Background: an optimization exercise with open tools, aiming at small area and a short achievable clock period. Do not read the settings as production practice.
RTL that was checked went through simulation tests only; none was proved equivalent to the original.
Power and IR drop assume default switching activity.

// Radix_2_div
module Radix_2_div #(
parameter[3:0]	DSIZE	= 15,
parameter[3:0]	PSIZE	= 15
)(
	input				clock,
	input				rst,
	input [DSIZE-1:0]	divisor,
	input [DSIZE-1:0]	dividend,
	output[PSIZE-1:0]	quotient,
	output[3:0]			quoexp
);
Size in the first run: ~2300 cells after synthesis, roughly 660 flip-flops, ~51 I/O pins.
Settings: LEC_CHECK=0, CAP_MARGIN=20, CORE_MARGIN=2, CORE_UTILIZATION=40, SETUP_SLACK_MARGIN=2.1, SLEW_MARGIN=20; clock period 4.0 ns.
run.sh (not shown) runs the stock make flow with config.mk's settings and CLKGATE_MAP_FILE= SYNTH_SCRIPT=/design/flow/synth_recipe.tcl, a recipe that flattens the netlist after the stock synthesis.
Change:
Settings changed: CTS_BUF_LIST set to sky130_fd_sc_hd__clkbuf_4, SETUP_SLACK_MARGIN 2.1 to 1.4.
=> The new run finished clean; utilization came out lower by 11 points; routed wire length came out lower by 17%; total power came out lower by 25%; setup slack got worse by 0.13 ns; sequential power stays flat; clock power came out lower by 20%; cell area came out lower by 19%; final cell count came out lower by 3.8%; via count came out lower by 5.6%.
Change:
Settings changed: CTS_BUF_LIST sky130_fd_sc_hd__clkbuf_4 to unset, SETUP_SLACK_MARGIN 1.4 to 1.3.
Result:
- power rises by 3.7%
- worst setup slack loses 0.061 ns
- final area rises by 0.46%
- area after synthesis stays the same
Change:
Settings changed: SETUP_SLACK_MARGIN 1.3 to 0.8.
The changed run completed with no timing, DRC or antenna violations.
Routed wire length shrinks slightly.
Total power shrinks slightly.
Sequential power is about the same.
Fmax fell by roughly a tenth.
Utilization shrinks by 0.50 points.
Change:
Settings changed: SETUP_SLACK_MARGIN 0.8 to 1.7.
The new run produced a clean layout.
Final cell count climbs by 4.6%.
Cell area came out higher by 12%.
Setup slack is better by 0.54 ns.
Utilization rises by 5.7 points.
Non-clock buffer count climbs by 149.
Function was not checked in any run of this note: the RTL went through the layout flow alone.

---

Another version of the RTL of Radix_2_div (not shown whole).
For scale: about 2700 cells after synthesis, about 51 I/O pins.
// Radix_2_div
module Radix_2_div #(
parameter[3:0]	DSIZE	= 15,
parameter[3:0]	PSIZE	= 15
)(
	input				clock,
	input				rst,
	input [DSIZE-1:0]	divisor,
	input [DSIZE-1:0]	dividend,
	output[PSIZE-1:0]	quotient,
	output[3:0]			quoexp
);
localparam [15:0] FOLD = 16'b0010_0100_1001_0000;
function integer pend;	 
	input integer t;
	integer k;
	begin
		pend = 1;
		for (k = 2; k <= t; k = k + 1)
			pend = FOLD[k] ? 1 : pend + 1;
	end
endfunction
function [14:0] srt_step;
	input [14:0] z;
	input pos, neg;
	input [13:0] d;
	reg [14:0] dx, op;
	reg [15:0] s;
	begin
		dx = {1'b1, d};
		op = ({15{pos}} & ~dx) | ({15{neg}} & dx);
		s = {z, 1'b1} + {op, pos};
		srt_step = s[15:1];
	end
endfunction
reg	[14:0]	n1, d1;
always @(posedge clock) begin
	n1	<= dividend;
	d1	<= divisor;
end
reg	[3:0]	ne;
integer		k;
always @(*) begin
	ne = 4'd15;
	for (k = 0; k < 15; k = k + 1)
		if (d1[k]) ne = 14 - k;
end
wire [14:0]	nd = d1 << ne;
reg	[14*15-1:0]	Zf;	 
reg	[14:0]		Pf, Nf;	 
reg	[14*14-1:0]	Df;	 
reg	[15*4-1:0]	Ef;	 
reg	[15*15-1:0]	Bf;	 
reg	[15*15-1:0]	Lf;	 
always @(posedge clock) begin
	Zf[0 +: 15]	<= n1;
	Pf[0]		<= n1[14];
	Nf[0]		<= 1'b0;
	Df[0 +: 14]	<= nd[13:0];
	Ef[0 +: 4]	<= ne;
end
genvar t;
generate
for (t = 1; t <= 14; t = t + 1) begin: STEP
	wire [14:0]	Z	= (t == 1) ? Zf[0 +: 15] : {Zf[(t-1)*15 +: 14], 1'b0};
	wire		pos	= Pf[t-1];
	wire		neg	= Nf[t-1];
	wire [14:0]	S	= srt_step(Z, pos, neg, Df[(t-1)*14 +: 14]);
	always @(posedge clock) begin
		Ef[t*4 +: 4]	<= Ef[(t-1)*4 +: 4];
		Pf[t]			<= ~S[14] &  S[13];
		Nf[t]			<=  S[14] & ~S[13];
	end
	if (t < 14) begin: KEEPZ
		always @(posedge clock) begin
			Zf[t*15 +: 14]	<= S[13:0];
			Df[t*14 +: 14]	<= Df[(t-1)*14 +: 14];
		end
	end else begin: LASTZ
	end
	if (t == 1) begin: QFIRST
		always @(posedge clock) begin
  ...
export LEC_CHECK = 0
export ABC_AREA = 1
export CAP_MARGIN = 20
export CORE_MARGIN = 2
export CORE_UTILIZATION = 40
export CTS_BUF_LIST = sky130_fd_sc_hd__clkbuf_8
export CTS_CLUSTER_DIAMETER = 60
export CTS_CLUSTER_SIZE = 16
export SETUP_SLACK_MARGIN = 1.6
export SLEW_MARGIN = 20
create_clock -name core_clock -period 4.0 [get_ports {clock}]
The starting point went through all stages and came out clean.
Then changed:
Settings changed: CORE_UTILIZATION 40 to 55, PLACE_DENSITY from default to 0.6.
Worst hold slack improves by 7.4 ps.
Total power rises by 2.5%.
Flip-flop and latch count is unchanged.
Via count fell by about 0.37%.
Fmax increases by about 0.6%.
Setup slack gets better by 15 ps.
Clock power rises by about 5%.
Wire length fell by 2.4%.
Then changed:
Settings changed: CORE_UTILIZATION 55 to 40, CTS_BUF_LIST sky130_fd_sc_hd__clkbuf_8 to sky130_fd_sc_hd__clkbuf_4, CTS_CLUSTER_DIAMETER 60 to default, CTS_CLUSTER_SIZE 16 to default, PLACE_DENSITY 0.6 to default, SETUP_SLACK_MARGIN 1.6 to 1.4.
The new run passed the timing, DRC and antenna checks; non-clock buffer count goes down by 64; cell area goes up by about 1.6%; wire length increases by about 1.8%.
Then changed:
Settings changed: CTS_BUF_LIST sky130_fd_sc_hd__clkbuf_4 to sky130_fd_sc_hd__clkbuf_8, CTS_CLUSTER_DIAMETER from default to 60, CTS_CLUSTER_SIZE from default to 16, PLACE_DENSITY from default to 0.75, SETUP_SLACK_MARGIN 1.4 to 1.6.
Non-clock buffer count grows by 30; routed wire length shrinks by 7.7%; design area shrinks by 3.0%; global-route usage shrinks by 1.9 points; area after synthesis stays the same; synthesized cell count is unchanged; die area does not change.

---

Radix_2_div, a different RTL version from the one above (not shown whole).
Size in the first run: about 51 I/O pins, about 0.026 mm² of cells after synthesis.
Settings: LEC_CHECK=0, CAP_MARGIN=20, CORE_MARGIN=2, CORE_UTILIZATION=40, SETUP_SLACK_MARGIN=1.8, SLEW_MARGIN=20; clock period 4.0 ns.
Rerun with:
Settings changed: SETUP_SLACK_MARGIN 1.8 to not set.
The changed run finished clean.
Clock power goes down by 4.6%.
Via count goes down by about 6%.
Total power goes down by about 15%.
No run of this note included a check of the RTL's function; only the layout flow was run.

---

garnet:
The RTL this note starts from:
==> flow/design.v <==
`timescale 1ns/1ps
module Radix_2_div #(
parameter[3:0]	DSIZE	= 15,
parameter[3:0]	PSIZE	= 15
)(
	input				clock,
	input				rst,
	input [DSIZE-1:0]	divisor,
	input [DSIZE-1:0]	dividend,
	output[PSIZE-1:0]	quotient,
	output[3:0]			quoexp
);
localparam [15:0] FOLD = 16'b0010_0100_1001_0000;
function integer pend;	 
	input integer t;
	integer k;
	begin
		pend = 1;
		for (k = 2; k <= t; k = k + 1)
			pend = FOLD[k] ? 1 : pend + 1;
	end
endfunction
function [14:0] srt_step;
	input [14:0] z;
	input pos, neg;
	input [13:0] d;
	reg [14:0] dx, op;
	reg [15:0] s;
	begin
		dx = {1'b1, d};
		op = ({15{pos}} & ~dx) | ({15{neg}} & dx);
		s = {z, 1'b1} + {op, pos};
		srt_step = s[15:1];
	end
endfunction
reg	[14:0]	n1, d1;
always @(posedge clock) begin
	n1	<= dividend;
	d1	<= divisor;
end
reg	[3:0]	ne;
integer		k;
always @(*) begin
	ne = 4'd15;
	for (k = 0; k < 15; k = k + 1)
		if (d1[k]) ne = 14 - k;
end
wire [14:0]	nd = d1 << ne;
reg	[14*15-1:0]	Zf;	 
reg	[14:0]		Pf, Nf;	 
reg	[14*14-1:0]	Df;	 
reg	[15*4-1:0]	Ef;	 
reg	[15*15-1:0]	Bf;	 
reg	[15*15-1:0]	Lf;	 
always @(posedge clock) begin
	Zf[0 +: 15]	<= n1;
	Pf[0]		<= n1[14];
	Nf[0]		<= 1'b0;
	Df[0 +: 14]	<= nd[13:0];
	Ef[0 +: 4]	<= ne;
end
genvar t;
generate
for (t = 1; t <= 14; t = t + 1) begin: STEP
	wire [14:0]	Z	= (t == 1) ? Zf[0 +: 15] : {Zf[(t-1)*15 +: 14], 1'b0};
	wire		pos	= Pf[t-1];
	wire		neg	= Nf[t-1];
	wire [14:0]	S	= srt_step(Z, pos, neg, Df[(t-1)*14 +: 14]);
	always @(posedge clock) begin
		Ef[t*4 +: 4]	<= Ef[(t-1)*4 +: 4];
		Pf[t]			<= ~S[14] &  S[13];
		Nf[t]			<=  S[14] & ~S[13];
	end
	if (t < 14) begin: KEEPZ
		always @(posedge clock) begin
			Zf[t*15 +: 14]	<= S[13:0];
			Df[t*14 +: 14]	<= Df[(t-1)*14 +: 14];
		end
	end else begin: LASTZ
	end
	if (t == 1) begin: QFIRST
		always @(posedge clock) begin
			Bf[15 +: 1]	<= pos | neg;
			Lf[15 +: 1]	<= neg;
		end
	end else if (FOLD[t]) begin: QFOLD
		localparam integer P = pend(t-1);
		wire [t-2:0]	Bp	= Bf[(t-1)*15 +: t-1];
		wire [P-1:0]	Lp	= Lf[(t-1)*15 +: P];
		wire [t-2:0]	Bn	= Bp - {Lp, 1'b0};
		always @(posedge clock) begin
			Bf[t*15 +: t]	<= {Bn, pos | neg};
			Lf[t*15 +: 1]	<= neg;
		end
	end else begin: QSHIFT
		localparam integer P = pend(t-1);
		always @(posedge clock) begin
			Bf[t*15 +: t]		<= {Bf[(t-1)*15 +: t-1], pos | neg};
			Lf[t*15 +: P+1]	<= {Lf[(t-1)*15 +: P], neg};
		end
	end
end
endgenerate
localparam integer PL = pend(14);
wire		pos0	= Pf[14];
wire		neg0	= Nf[14];
wire [14:0]	Qfin	= {Bf[14*15 +: 14], pos0 | neg0} - {Lf[14*15 +: PL], neg0, 1'b0};
reg	[4:0]	cnt;
always @(posedge clock, posedge rst) begin
	if (rst)			cnt	<= 5'd0;
	else if (!cnt[4])	cnt	<= cnt + 5'd1;
end
reg	[14:0]	Qu;
reg	[3:0]	exp;
always @(posedge clock, posedge rst) begin
	if (rst) begin
		Qu	<= 15'd0;
		exp	<= 4'd0;
	end else begin
		Qu	<= cnt[4] ? Qfin : 15'd0;
		exp	<= cnt[4] ? Ef[14*4 +: 4] : 4'd0;
	end
end
assign	quotient	= Qu;
assign	quoexp		= exp;
endmodule
make LEC_CHECK=0 ABC_AREA=1 CAP_MARGIN=20 CORE_MARGIN=2 CORE_UTILIZATION=40 CTS_BUF_LIST=sky130_fd_sc_hd__clkbuf_8 CTS_CLUSTER_DIAMETER=60 CTS_CLUSTER_SIZE=16 SETUP_SLACK_MARGIN=1.8 SLEW_MARGIN=20 finish   # period 4.0 ns
garnet was carried through to the last stage, and its layout satisfied the timing, DRC and antenna checks.
diff inputs: garnet => indigo
# garnet
export LEC_CHECK = 0
export ABC_AREA = 1
export CAP_MARGIN = 20
export CORE_MARGIN = 2
export CORE_UTILIZATION = 40
export CTS_BUF_LIST = sky130_fd_sc_hd__clkbuf_8
export CTS_CLUSTER_DIAMETER = 60
export CTS_CLUSTER_SIZE = 16
export SETUP_SLACK_MARGIN = 1.8
export SLEW_MARGIN = 20
create_clock -name core_clock -period 4.0 [get_ports {clock}]
# indigo
export LEC_CHECK = 0
export ABC_AREA = 1
export CAP_MARGIN = 20
export CORE_MARGIN = 2
export CORE_UTILIZATION = 40
export CTS_BUF_LIST = sky130_fd_sc_hd__clkbuf_8
export CTS_CLUSTER_DIAMETER = 60
export CTS_CLUSTER_SIZE = 16
export PLACE_DENSITY = 0.75
export SETUP_SLACK_MARGIN = 1.65
export SLEW_MARGIN = 20
create_clock -name core_clock -period 4.0 [get_ports {clock}]
### Flow results
Looking at post-detailed-routing wire length across indigo and garnet, the one that comes out lower is indigo. Taking garnet as the reference, in indigo area of all sequential standard cells saw little to no change; sequential cell area share has increased; flop and latch count out of synthesis shows no meaningful change. Changes observed in indigo relative to garnet: insertion delay to the later sink of the worst-skew pair decreased 0.05 ns, number of vias per cell after detailed routing decreased about 2.6%, power density over cell area decreased 42 nW/um^2, post-placement worst setup slack increased 0.070 ns.

---

RTL: the design.v shown in full above, as it stands there.
Settings: LEC_CHECK=0, ABC_AREA=1, CAP_MARGIN=20, CORE_MARGIN=2, CORE_UTILIZATION=60, CTS_BUF_LIST=sky130_fd_sc_hd__clkbuf_8, CTS_CLUSTER_DIAMETER=60, CTS_CLUSTER_SIZE=16, PLACE_DENSITY=0.85, SETUP_SLACK_MARGIN=1.6, SLEW_MARGIN=20; clock period 4.0 ns.
Next try:
--- a/flow/config.mk
+++ b/flow/config.mk
@@ -10,3 +10,3 @@
 export CORE_MARGIN = 2
-export CORE_UTILIZATION = 60
+export CORE_UTILIZATION = 40
 export CTS_BUF_LIST = sky130_fd_sc_hd__clkbuf_8
@@ -14,3 +14,3 @@
 export CTS_CLUSTER_SIZE = 16
-export PLACE_DENSITY = 0.85
+export PLACE_DENSITY = 0.9
 export SETUP_SLACK_MARGIN = 1.6
Effect: Clock skew grows by 0.022 ns; critical path depth is higher by 4; die area climbs by 49%; via count fell by 1.2%; total power falls by 0.38%.
Next try:
--- a/flow/config.mk
+++ b/flow/config.mk
@@ -14,4 +14,3 @@
 export CTS_CLUSTER_SIZE = 16
-export PLACE_DENSITY = 0.9
-export SETUP_SLACK_MARGIN = 1.6
+export SETUP_SLACK_MARGIN = 2.0
 export SLEW_MARGIN = 20
What happened: The changed run completed without violations; register-to-register slack gains 0.27 ns; final area rises by 20%; maximum frequency rises by 12%; cell count rises by 11%; sequential cell count does not change; wire length rises by 28%; utilization rises by 9.3 points; worst setup slack gains 0.27 ns.
Next try:
--- a/flow/config.mk
+++ b/flow/config.mk
@@ -8,3 +8,3 @@
 export ABC_AREA = 1
-export CAP_MARGIN = 20
+export CAP_MARGIN = 0
 export CORE_MARGIN = 2
@@ -14,3 +14,4 @@
 export CTS_CLUSTER_SIZE = 16
-export SETUP_SLACK_MARGIN = 2.0
-export SLEW_MARGIN = 20
+export PLACE_DENSITY = 0.75
+export SETUP_SLACK_MARGIN = 1.6
+export SLEW_MARGIN = 0
- wire length drops by 27%
- setup slack is worse by 0.098 ns
- area after synthesis stays the same

---

Setup of v2:
Starts from the design.v that is shown in full above.
clock: 4.0 ns
lec_check: 0
abc_area: 1
cap_margin: 20
core_margin: 2
core_utilization: 40
cts_buf_list: sky130_fd_sc_hd__clkbuf_8
cts_cluster_diameter: 60
cts_cluster_size: 16
setup_slack_margin: 1.5
slew_margin: 20
Relative to v2, the following input files were edited for v6:
# v2
export LEC_CHECK = 0
export ABC_AREA = 1
export CAP_MARGIN = 20
export CORE_MARGIN = 2
export CORE_UTILIZATION = 40
export CTS_BUF_LIST = sky130_fd_sc_hd__clkbuf_8
export CTS_CLUSTER_DIAMETER = 60
export CTS_CLUSTER_SIZE = 16
export SETUP_SLACK_MARGIN = 1.5
export SLEW_MARGIN = 20
create_clock -name core_clock -period 4.0 [get_ports {clock}]
# v6
export LEC_CHECK = 0
export ABC_AREA = 1
export CAP_MARGIN = 20
export CORE_MARGIN = 2
export CORE_UTILIZATION = 40
export CTS_BUF_LIST = sky130_fd_sc_hd__clkbuf_8 sky130_fd_sc_hd__clkbuf_16
export CTS_CLUSTER_DIAMETER = 60
export CTS_CLUSTER_SIZE = 16
export PLACE_DENSITY = 0.75
export SETUP_SLACK_MARGIN = 1.8
export SLEW_MARGIN = 20
create_clock -name core_clock -period 4.0 [get_ports {clock}]
Results
Internal power consumption, v2 and v6: higher on v6. v6: no failed stages, no open violations at the end. For the power share of the clock group, v6 came in 1.3 points higher than v2 did. For final area, dividing the value from v6 by the value from v2 gives 1.11. Sort v2 and v6 by buffer share of cell area desc -> top: v6. Core util | v6 vs v2 | v6 higher. v6 vs v2 — proportion of power drawn by flip-flops and latches dropped 6.0 points.
Input changes introduced in v55 (baseline for comparison: v6):
# v6
export LEC_CHECK = 0
export ABC_AREA = 1
export CAP_MARGIN = 20
export CORE_MARGIN = 2
export CORE_UTILIZATION = 40
export CTS_BUF_LIST = sky130_fd_sc_hd__clkbuf_8 sky130_fd_sc_hd__clkbuf_16
export CTS_CLUSTER_DIAMETER = 60
export CTS_CLUSTER_SIZE = 16
export PLACE_DENSITY = 0.75
export SETUP_SLACK_MARGIN = 1.8
export SLEW_MARGIN = 20
create_clock -name core_clock -period 4.0 [get_ports {clock}]
# v55
export LEC_CHECK = 0
export ABC_AREA = 1
export CAP_MARGIN = 20
export CORE_MARGIN = 2
export CORE_UTILIZATION = 40
export CTS_BUF_LIST = sky130_fd_sc_hd__clkbuf_8
export CTS_CLUSTER_DIAMETER = 60
export CTS_CLUSTER_SIZE = 16
export PLACE_DENSITY = 0.75
export SETUP_SLACK_MARGIN = 1.7
export SLEW_MARGIN = 20
create_clock -name core_clock -period 4.0 [get_ports {clock}]
[summary]
Going from v6 to v55, first-pass GRT wire length shrinks by about 1.8%. Power dissipated by switching net loads is higher on v6. Between v6 and v55, the flow reports via count decreasing by a few percent.

-- separate check: timing with driven ports --
How much do the figures lean on ideal ports? The routed layouts below were timed once more, with nothing changed but the port constraints. Step 1 assumes that a clkbuf_16 drives the clock port and a buf_2 every other input. Step 2 adds t to the input delays and takes it off the output delays; t is the mean of the earliest and latest rising clock arrival at the registers after step 1. Input paths then give back, and output paths get back, about the clock's delay inside the block. Slacks: no drivers / after step 1 / after step 2; pairs: no drivers / after step 1.
| run | t (ns) | setup WS [ns] | worst slew at a driven data input, ns | pins driven straight from the clock port |
|---|---|---|---|---|
| the first run of note 1 | 0.657 | 1.593 / 1.593 / 1.593 | 0.04 | 1 |
| the second run of note 1 | 1.028 | 1.466 / 1.466 / 1.466 | 0.04 | 1 |
| the third run of note 1 | 0.653 | 1.405 / 1.405 / 1.405 | 0.04 | 1 |
| the fourth run of note 1 | 0.655 | 1.077 / 1.077 / 1.077 | 0.04 | 1 |
| the fifth run of note 1 | 0.661 | 1.619 / 1.619 / 1.619 | 0.04 | 1 |
| the first run of note 2 | 0.700 | 1.620 / 1.620 / 1.620 | 0.03 | 1 |
| the second run of note 2 | 0.716 | 1.635 / 1.635 / 1.635 | 0.04 | 1 |
| the third run of note 2 | 0.976 | 1.580 / 1.535 / 1.580 | 0.03 | 1 |
| the fourth run of note 2 | 0.659 | 1.696 / 1.647 / 1.696 | 0.06 | 1 |
| the first run of note 3 | 0.653 | 1.319 / 1.319 / 1.319 | 0.04 | 1 |
| the second run of note 3 | 0.643 | 0.775 / 0.775 / 0.775 | 0.04 | 1 |
| garnet | 0.716 | 1.743 / 1.743 / 1.743 | 0.04 | 1 |
| indigo | 0.659 | 1.718 / 1.661 / 1.718 | 0.06 | 1 |
| the first run of note 5 | 0.655 | 1.536 / 1.536 / 1.536 | 0.04 | 1 |
| the second run of note 5 | 0.696 | 1.523 / 1.523 / 1.523 | 0.04 | 1 |
| the third run of note 5 | 0.734 | 1.791 / 1.791 / 1.791 | 0.03 | 1 |
| the fourth run of note 5 | 0.659 | 1.693 / 1.647 / 1.693 | 0.06 | 1 |
| v2 | 0.704 | 1.635 / 1.579 / 1.642 | 0.03 | 1 |
| v6 | 0.619 | 1.669 / 1.669 / 1.669 | 0.07 | 1 |
| v55 | 0.657 | 1.756 / 1.756 / 1.756 | 0.06 | 1 |
After both steps setup and hold are still met in every run listed.
